This design comes from an exercise in tuning for small area on the open sky130 flow, not from production work.
RTL that was checked went through simulation tests only; none was proved equivalent to the original.
Power and IR drop assume default switching activity.

==> v28 <==
==> flow/design.v <==
module alu_top (
    input             clk,
    input      [15:0] a,
    input      [15:0] b,
    input      [2:0]  opcode,
    input             mode,
    output reg [15:0] result,
    output reg        za,
    output reg        zb,
    output reg        eq,
    output reg        gt,
    output reg        lt
);
    reg [15:0] a_q, b_q;
    reg [2:0]  opcode_q;
    reg        mode_q;
    wire [15:0] alu_out;
    wire        za_w, zb_w, eq_w, gt_w, lt_w;
    ALU u_alu (.a(a_q), .b(b_q), .opcode(opcode_q), .mode(mode_q),
               .outALU(alu_out), .za(za_w), .zb(zb_w), .eq(eq_w), .gt(gt_w), .lt(lt_w));
    always @(posedge clk) begin
        a_q      <= a;
        b_q      <= b;
        opcode_q <= opcode;
        mode_q   <= mode;
        result   <= alu_out;
        za       <= za_w;
        zb       <= zb_w;
        eq       <= eq_w;
        gt       <= gt_w;
        lt       <= lt_w;
    end
endmodule

module arith(a, b, opcode, gt, divz, outau);
input [15:0] a;
input [15:0] b;
input [2:0] opcode;
input gt;              
input divz;            
output [15:0] outau;
wire mult = opcode[0] & ~opcode[1];
wire div  = opcode[0] & opcode[1];
wire sub  = opcode[1];
wire divok = div & ~divz;
wire [15:0] L = gt ? a : b;       
wire [15:0] S = gt ? b : a;       
wire [15:0] Y = S ^ {16{sub}};
wire [15:0] hz;
assign hz[0] = divok;
genvar i, j;
generate
for (j = 1; j < 16; j = j + 1) begin : hzc
    assign hz[j] = hz[j-1] & Y[16-j];
end
endgenerate
wire [15:0] X [0:16];
wire [15:0] sel;
assign X[16] = L & {16{~mult}};
generate
for (j = 15; j >= 0; j = j - 1) begin : row
    wire [16:j] c;
    wire [15:j] t;
    assign c[j] = sub;
    for (i = j; i < 16; i = i + 1) begin : bc
        wire x = X[j+1][i];
        wire y = Y[i-j];
        assign t[i] = x ^ y ^ c[i];
        assign c[i+1] = (x & y) | (x & c[i]) | (y & c[i]);
    end
    if (j == 0) begin : s0
        assign sel[j] = (mult & L[j]) | (hz[j] & c[16]) | ~opcode[0];
    end else begin : sj
        assign sel[j] = (mult & L[j]) | (hz[j] & c[16]);
    end
    assign X[j][15:j] = sel[j] ? t : X[j+1][15:j];
    if (j > 0) begin : keep
        assign X[j][j-1:0] = X[j+1][j-1:0];
    end
end
endgenerate
assign outau = opcode[2] ? 16'h0000 : (div ? sel : X[0]);
endmodule
module logic_unit(a, b, opcode, outlu, za, zb, eq, gt, lt);
input [15:0] a;
input [15:0] b;
input [2:0] opcode;
output reg [15:0] outlu;
output za, zb, eq, gt, lt;
always @(*)
begin
	case(opcode)
	3'b000: outlu = (a & b);
	3'b001: outlu = (a | b);
	3'b010: outlu = (~(a | b));
	3'b011: outlu = (~(a & b));
	3'b100: outlu = (~ a);
	3'b101: outlu = (~ b);
	3'b110: outlu = (a ^ b);
	default: outlu = (~(a ^ b));
	endcase
end
wire [16:0] g, l;
assign g[0] = 1'b0;
assign l[0] = 1'b0;
genvar i;
generate
for (i = 0; i < 16; i = i + 1) begin : cmp
    assign g[i+1] = (a[i] & ~b[i]) | (~(a[i] ^ b[i]) & g[i]);
    assign l[i+1] = (~a[i] & b[i]) | (~(a[i] ^ b[i]) & l[i]);
end
endgenerate
assign gt = g[16];
assign lt = l[16];
assign eq = ~(gt | lt);
assign za = ~|a;
assign zb = ~|b;
endmodule
module ALU( a, b, opcode, mode, outALU, za, zb, eq, gt, lt);
input [15:0] a;
input [15:0] b;
input [2:0] opcode;
input mode;
output [15:0] outALU;
output za, zb, eq, gt, lt;
wire [15:0] outau;
wire [15:0] outlu;
arith a1 (.a(a), .b(b), .opcode(opcode), .gt(gt), .divz(za | zb), .outau(outau));
logic_unit l1 (.a(a), .b(b), .opcode(opcode), .outlu(outlu), .za(za), .zb(zb), .eq(eq), .gt(gt), .lt(lt));
assign outALU = mode ? outlu : outau;
endmodule
==> flow/run.sh <==
#!/bin/bash
# synth_recipe.tcl (not shown) runs the flow's synth.tcl, then flattens the netlist and writes it again
# the make line also repeats each setting of config.mk as NAME=value (left out here)
make -C /OpenROAD-flow-scripts/flow DESIGN_CONFIG=/design/flow/config.mk WORK_HOME=/design/flow/orfs CLKGATE_MAP_FILE= SYNTH_SCRIPT=/design/flow/synth_recipe.tcl finish
==> flow/config.mk <==
export PLATFORM = sky130hd
export DESIGN_NAME = alu_top
export DESIGN_NICKNAME = alu_top
export VERILOG_FILES = /design/flow/design.v
export SDC_FILE = /design/flow/constraint.sdc
export NUM_CORES = 4
export LEC_CHECK = 0
export CAP_MARGIN = 20
export CORE_MARGIN = 2
export CORE_UTILIZATION = 40
export SLEW_MARGIN = 20
==> flow/constraint.sdc <==
create_clock -name core_clock -period 45.0 [get_ports {clk}]
set_input_delay 9.0000 -clock core_clock [delete_from_list [all_inputs] [get_ports {clk}]]
set_output_delay 9.0000 -clock core_clock [all_outputs]
set_load 0.01 [all_outputs]
==> v7: changes against v28 <==
--- a/flow/design.v
+++ b/flow/design.v
@@ -43,6 +43,7 @@
 wire div  = opcode[0] & opcode[1];
 wire sub  = opcode[1];
 wire divok = div & ~divz;
+localparam FAST = 1;
 wire [15:0] L = gt ? a : b;       
 wire [15:0] S = gt ? b : a;       
 wire [15:0] Y = S ^ {16{sub}};
@@ -60,20 +61,28 @@
 generate
 for (j = 15; j >= 0; j = j - 1) begin : row
     wire [16:j] c;
-    wire [15:j] t;
+    wire [15:j] xn;
     assign c[j] = sub;
     for (i = j; i < 16; i = i + 1) begin : bc
         wire x = X[j+1][i];
         wire y = Y[i-j];
-        assign t[i] = x ^ y ^ c[i];
-        assign c[i+1] = (x & y) | (x & c[i]) | (y & c[i]);
+        if ((i - j) % FAST == FAST - 1) begin : f
+            wire d = y ^ c[i];
+            wire h = x ^ y;
+            assign c[i+1] = h ? c[i] : x;
+            assign xn[i] = x ^ (sel[j] & d);
+        end else begin : s
+            wire t = x ^ y ^ c[i];
+            assign c[i+1] = (x & y) | (x & c[i]) | (y & c[i]);
+            assign xn[i] = sel[j] ? t : x;
+        end
     end
     if (j == 0) begin : s0
         assign sel[j] = (mult & L[j]) | (hz[j] & c[16]) | ~opcode[0];
     end else begin : sj
         assign sel[j] = (mult & L[j]) | (hz[j] & c[16]);
     end
-    assign X[j][15:j] = sel[j] ? t : X[j+1][15:j];
+    assign X[j][15:j] = xn;
     if (j > 0) begin : keep
         assign X[j][j-1:0] = X[j+1][j-1:0];
     end
@@ -85,29 +94,35 @@
 input [15:0] a;
 input [15:0] b;
 input [2:0] opcode;
-output reg [15:0] outlu;
+output [15:0] outlu;
 output za, zb, eq, gt, lt;
+reg [3:0] t;
 always @(*)
 begin
 	case(opcode)
-	3'b000: outlu = (a & b);
-	3'b001: outlu = (a | b);
-	3'b010: outlu = (~(a | b));
-	3'b011: outlu = (~(a & b));
-	3'b100: outlu = (~ a);
-	3'b101: outlu = (~ b);
-	3'b110: outlu = (a ^ b);
-	default: outlu = (~(a ^ b));
+	3'b000: t = 4'b1000;	 
+	3'b001: t = 4'b1110;	 
+	3'b010: t = 4'b0001;	 
+	3'b011: t = 4'b0111;	 
+	3'b100: t = 4'b0011;	 
+	3'b101: t = 4'b0101;	 
+	3'b110: t = 4'b0110;	 
+	default: t = 4'b1001;	 
 	endcase
 end
+genvar i;
+generate
+for (i = 0; i < 16; i = i + 1) begin : lu
+    assign outlu[i] = a[i] ? (b[i] ? t[3] : t[2]) : (b[i] ? t[1] : t[0]);
+end
+endgenerate
 wire [16:0] g, l;
 assign g[0] = 1'b0;
 assign l[0] = 1'b0;
-genvar i;
 generate
 for (i = 0; i < 16; i = i + 1) begin : cmp
-    assign g[i+1] = (a[i] & ~b[i]) | (~(a[i] ^ b[i]) & g[i]);
-    assign l[i+1] = (~a[i] & b[i]) | (~(a[i] ^ b[i]) & l[i]);
+    assign g[i+1] = b[i] ? (a[i] & g[i]) : (a[i] | g[i]);
+    assign l[i+1] = a[i] ? (b[i] & l[i]) : (b[i] | l[i]);
 end
 endgenerate
 assign gt = g[16];
Settings changed: ABC_AREA set to 1, CORE_UTILIZATION 40 to 60.
==> v24: changes against v28 <==
--- a/flow/design.v
+++ b/flow/design.v
@@ -43,6 +43,7 @@
 wire div  = opcode[0] & opcode[1];
 wire sub  = opcode[1];
 wire divok = div & ~divz;
+localparam [15:0] FASTROWS = 16'b0001010101010111;
 wire [15:0] L = gt ? a : b;       
 wire [15:0] S = gt ? b : a;       
 wire [15:0] Y = S ^ {16{sub}};
@@ -60,20 +61,28 @@
 generate
 for (j = 15; j >= 0; j = j - 1) begin : row
     wire [16:j] c;
-    wire [15:j] t;
+    wire [15:j] xn;
     assign c[j] = sub;
     for (i = j; i < 16; i = i + 1) begin : bc
         wire x = X[j+1][i];
         wire y = Y[i-j];
-        assign t[i] = x ^ y ^ c[i];
-        assign c[i+1] = (x & y) | (x & c[i]) | (y & c[i]);
+        if (FASTROWS[j]) begin : f
+            wire d = y ^ c[i];
+            wire h = x ^ y;
+            assign c[i+1] = h ? c[i] : x;
+            assign xn[i] = x ^ (sel[j] & d);
+        end else begin : s
+            wire t = x ^ y ^ c[i];
+            assign c[i+1] = (x & y) | (x & c[i]) | (y & c[i]);
+            assign xn[i] = sel[j] ? t : x;
+        end
     end
     if (j == 0) begin : s0
         assign sel[j] = (mult & L[j]) | (hz[j] & c[16]) | ~opcode[0];
     end else begin : sj
         assign sel[j] = (mult & L[j]) | (hz[j] & c[16]);
     end
-    assign X[j][15:j] = sel[j] ? t : X[j+1][15:j];
+    assign X[j][15:j] = xn;
     if (j > 0) begin : keep
         assign X[j][j-1:0] = X[j+1][j-1:0];
     end
@@ -85,29 +94,35 @@
 input [15:0] a;
 input [15:0] b;
 input [2:0] opcode;
-output reg [15:0] outlu;
+output [15:0] outlu;
 output za, zb, eq, gt, lt;
+reg [3:0] t;
 always @(*)
 begin
 	case(opcode)
-	3'b000: outlu = (a & b);
-	3'b001: outlu = (a | b);
-	3'b010: outlu = (~(a | b));
-	3'b011: outlu = (~(a & b));
-	3'b100: outlu = (~ a);
-	3'b101: outlu = (~ b);
-	3'b110: outlu = (a ^ b);
-	default: outlu = (~(a ^ b));
+	3'b000: t = 4'b1000;	 
+	3'b001: t = 4'b1110;	 
+	3'b010: t = 4'b0001;	 
+	3'b011: t = 4'b0111;	 
+	3'b100: t = 4'b0011;	 
+	3'b101: t = 4'b0101;	 
+	3'b110: t = 4'b0110;	 
+	default: t = 4'b1001;	 
 	endcase
 end
+genvar i;
+generate
+for (i = 0; i < 16; i = i + 1) begin : lu
+    assign outlu[i] = a[i] ? (b[i] ? t[3] : t[2]) : (b[i] ? t[1] : t[0]);
+end
+endgenerate
 wire [16:0] g, l;
 assign g[0] = 1'b0;
 assign l[0] = 1'b0;
-genvar i;
 generate
 for (i = 0; i < 16; i = i + 1) begin : cmp
-    assign g[i+1] = (a[i] & ~b[i]) | (~(a[i] ^ b[i]) & g[i]);
-    assign l[i+1] = (~a[i] & b[i]) | (~(a[i] ^ b[i]) & l[i]);
+    assign g[i+1] = b[i] ? (a[i] & g[i]) : (a[i] | g[i]);
+    assign l[i+1] = a[i] ? (b[i] & l[i]) : (b[i] | l[i]);
 end
 endgenerate
 assign gt = g[16];
Settings changed: ABC_AREA set to 1, CORE_UTILIZATION 40 to 60.
==> v13: changes against v28 <==
==> flow/design.v (replaced) <==
module alu_top (
    input             clk,
    input      [15:0] a,
    input      [15:0] b,
    input      [2:0]  opcode,
    input             mode,
    output reg [15:0] result,
    output reg        za,
    output reg        zb,
    output reg        eq,
    output reg        gt,
    output reg        lt
);
    reg [15:0] a_q, b_q;
    reg [2:0]  opcode_q;
    reg        mode_q;
    wire [15:0] alu_out;
    wire        za_w, zb_w, eq_w, gt_w, lt_w;
    ALU u_alu (.a(a_q), .b(b_q), .opcode(opcode_q), .mode(mode_q),
               .outALU(alu_out), .za(za_w), .zb(zb_w), .eq(eq_w), .gt(gt_w), .lt(lt_w));
    always @(posedge clk) begin
        a_q      <= a;
        b_q      <= b;
        opcode_q <= opcode;
        mode_q   <= mode;
        result   <= alu_out;
        za       <= za_w;
        zb       <= zb_w;
        eq       <= eq_w;
        gt       <= gt_w;
        lt       <= lt_w;
    end
endmodule

module arith(a,b,opcode,outau);
input [15:0] a;
input [15:0] b;
input [2:0] opcode;
output [15:0] outau;
reg [15:0] outau;
always@(*)
begin
	case(opcode)
	3'b000: outau = a+b;
	3'b001: outau = a * b;
	3'b010: if (a > b) begin
		outau = a - b;
		end
		else begin
		outau = b - a;
		end
	3'b011: if (a > b) begin
		outau = (b == 16'h0000) ? 16'h0000 : a / b;
		end
		else begin
		outau = (a == 16'h0000) ? 16'h0000 : b / a;
		end
	default outau = 16'h0000;
	endcase
end
endmodule
module logic_unit(a,b,opcode,outlu,za,zb,eq,gt,lt);
input [15:0] a;
input [15:0] b;
input [2:0] opcode;
output [15:0] outlu;
output za, zb,eq,gt,lt;
reg [15:0] outlu;
reg za,zb,eq,gt,lt;
always@(*)
begin
	case(opcode)
	3'b000: outlu = (a & b);
	3'b001: outlu = (a | b);
	3'b010: outlu = (~(a | b));
	3'b011: outlu = (~(a & b));
	3'b100: outlu = (~ a);
	3'b101: outlu = (~ b);
	3'b110: outlu = (a ^ b);
	3'b111: outlu = (~(a ^ b));
	endcase
end
always@(*)
begin
	if( a == b) begin
	eq = 1;
	end
	else begin
	eq = 0;
	end
	if ( a > b) begin
	gt = 1;
	end
	else begin
	gt = 0;
	end
	if ( a < b) begin
	lt = 1;
	end
	else begin
	lt = 0;
	end
	if( a == 16'h0000) begin
	za = 1;
	end
	else begin
	za = 0;
	end
	if (b == 16'h0000) begin
	zb = 1;
	end
	else begin
	zb = 0;
	end
end
endmodule
module ALU( a, b, opcode, mode, outALU, za, zb, eq, gt, lt);
input [15:0] a;
input [15:0] b;
input [2:0] opcode;
input mode;
output [15:0] outALU;
output za, zb, eq, gt, lt;
reg [15:0] outALU;
reg za, zb, eq, gt, lt;
wire [15:0] outau;
wire [15:0] outlu;
wire tza, tzb, teq, tgt, tlt;
arith a1 (.a(a), .b(b), .opcode(opcode), .outau(outau));
logic_unit l1 (.a(a), .b(b), .opcode(opcode), .outlu(outlu), .za(tza), .zb(tzb), .eq(teq), .gt(tgt), .lt(tlt));
always@(*)
begin
	if(mode == 0) begin
	outALU = outau;
	end
	else if (mode == 1) begin
	outALU = outlu;
	end
	else begin
	outALU = 16'h0000;
	end
	za = tza;
	zb = tzb;
	eq = teq;
	gt = tgt;
	lt = tlt;
end
endmodule
==> summary of the runs <==
v13 completed without violations. v7 went through all stages and came out clean. v28 completed and failed the layout checks on negative setup slack. v24 produced a clean layout.
In v13 the count of clock-buffer cells in the layout is lower than in v24, by 1.
Final cell count: v7 is larger than v28 (7.5%).
Routed wire length, lowest first: v24, v7, v28, v13.
Non-clock buffer count, lowest first: v7, v24, v13, v28.
Between v7 and v28, the lower combinational power is in v28 (gap about 2%, measured against v28).
Setup slack: v7 is better than v24 (15000 ps).
Between v24 and v28, the lower die area is in v24 (gap about 37%, measured against v28).
In v24 the total power is smaller than in v13, by about 14%.
Of v24 and v13, v24 has the higher sequential power (gap about 5%, measured against v13).
In sequential cell count, v28 and v7 do not differ.
Between v24 and v28, the lower sequential share of layout area is in v28 (gap 3.5 points).
==> figures <==
	v28	v7	v13	v24
Non-CTS inverters	70	307	214	257
Clock latency at the later pin of the worst-skew pair	350 ps	320 ps	390 ps	320 ps
Result of the run	complete, but fails checks	no timing/DRC/antenna violations	no timing/DRC/antenna violations	no timing/DRC/antenna violations
Layout check failures	negative setup slack	-	-	-
Via count of the first global-routing pass	12100	10600	22200	9081
Sum of negative setup slack	-115470 ps	0 ps	0 ps	0 ps
Path depth of the worst reg2reg path	210	257	127	263
Global-route wire length before repair	70.3 mm	52.4 mm	128 mm	46.6 mm
Final instance area	0.0158 mm²	0.0122 mm²	0.0235 mm²	0.0104 mm²
PostCTS Resize Cnt	116	0	0	0
Period Utilization, post-route	1.16	0.561	0.795	0.902
Worst stage delay on the critical path	560 ps	540 ps	930 ps	750 ps
Met1 demand-to-capacity share in global routing	0.432	0.432	0.376	0.470
Final worst hold slack	752 ps	644 ps	764 ps	624 ps
Starting DRC count in detailed routing	1010	984	2111	1017
Power dissipated in combinational cells	0.599 mW	0.613 mW	0.544 mW	0.455 mW
Critical path destination	result[4]$_DFF_P_	result[6]$_DFF_P_	result[0]$_DFF_P_	result[5]$_DFF_P_
Post-synthesis compound-gate area fraction	0.254	0.0707	0.259	0.102
Largest net degree at the start of global routing	58	59	77	64
Die footprint	0.0267 mm²	0.0205 mm²	0.0560 mm²	0.0169 mm²
Proportion of synthesized area in mux cells	0.0655	0	0.0522	0
Xor and xnor area share after synthesis	0.0215	0.128	0.0753	0.0868
Biggest area consumer among synthesized cells	fa_1	nand2_1	ha_1	nand2_1
Post-CTS Setup Inserts	124	0	0	0
Function not checked in v28, v24 and v13: the RTL went through the layout flow alone.

-- what the ideal ports hide --
Ports are ideal in the flow. The routed layouts listed here were re-timed in OpenROAD.
Step 1, drivers: a clkbuf_16 drives clk and a buf_2 each remaining input, both assumed.
Step 2 adds t to the input delays and takes it off the output delays; t is the mean of the earliest and latest rising clock arrival at the registers after step 1. Input paths then give back, and output paths get back, about the clock's delay inside the block.
a / b / c = ideal / step 1 / step 2; a / b = the first two.
run	t, ns	slack for setup (ns)	worst setup path after step 2	cell pins on the clock port's net
v28	0.393	-7.329 / -7.329 / -7.329	register to register	1
v7	0.355	19.753 / 19.753 / 19.753	register to register	1
v24	0.357	4.399 / 4.399 / 4.399	register to register	1
v13	0.438	9.219 / 9.219 / 9.219	register to register	1
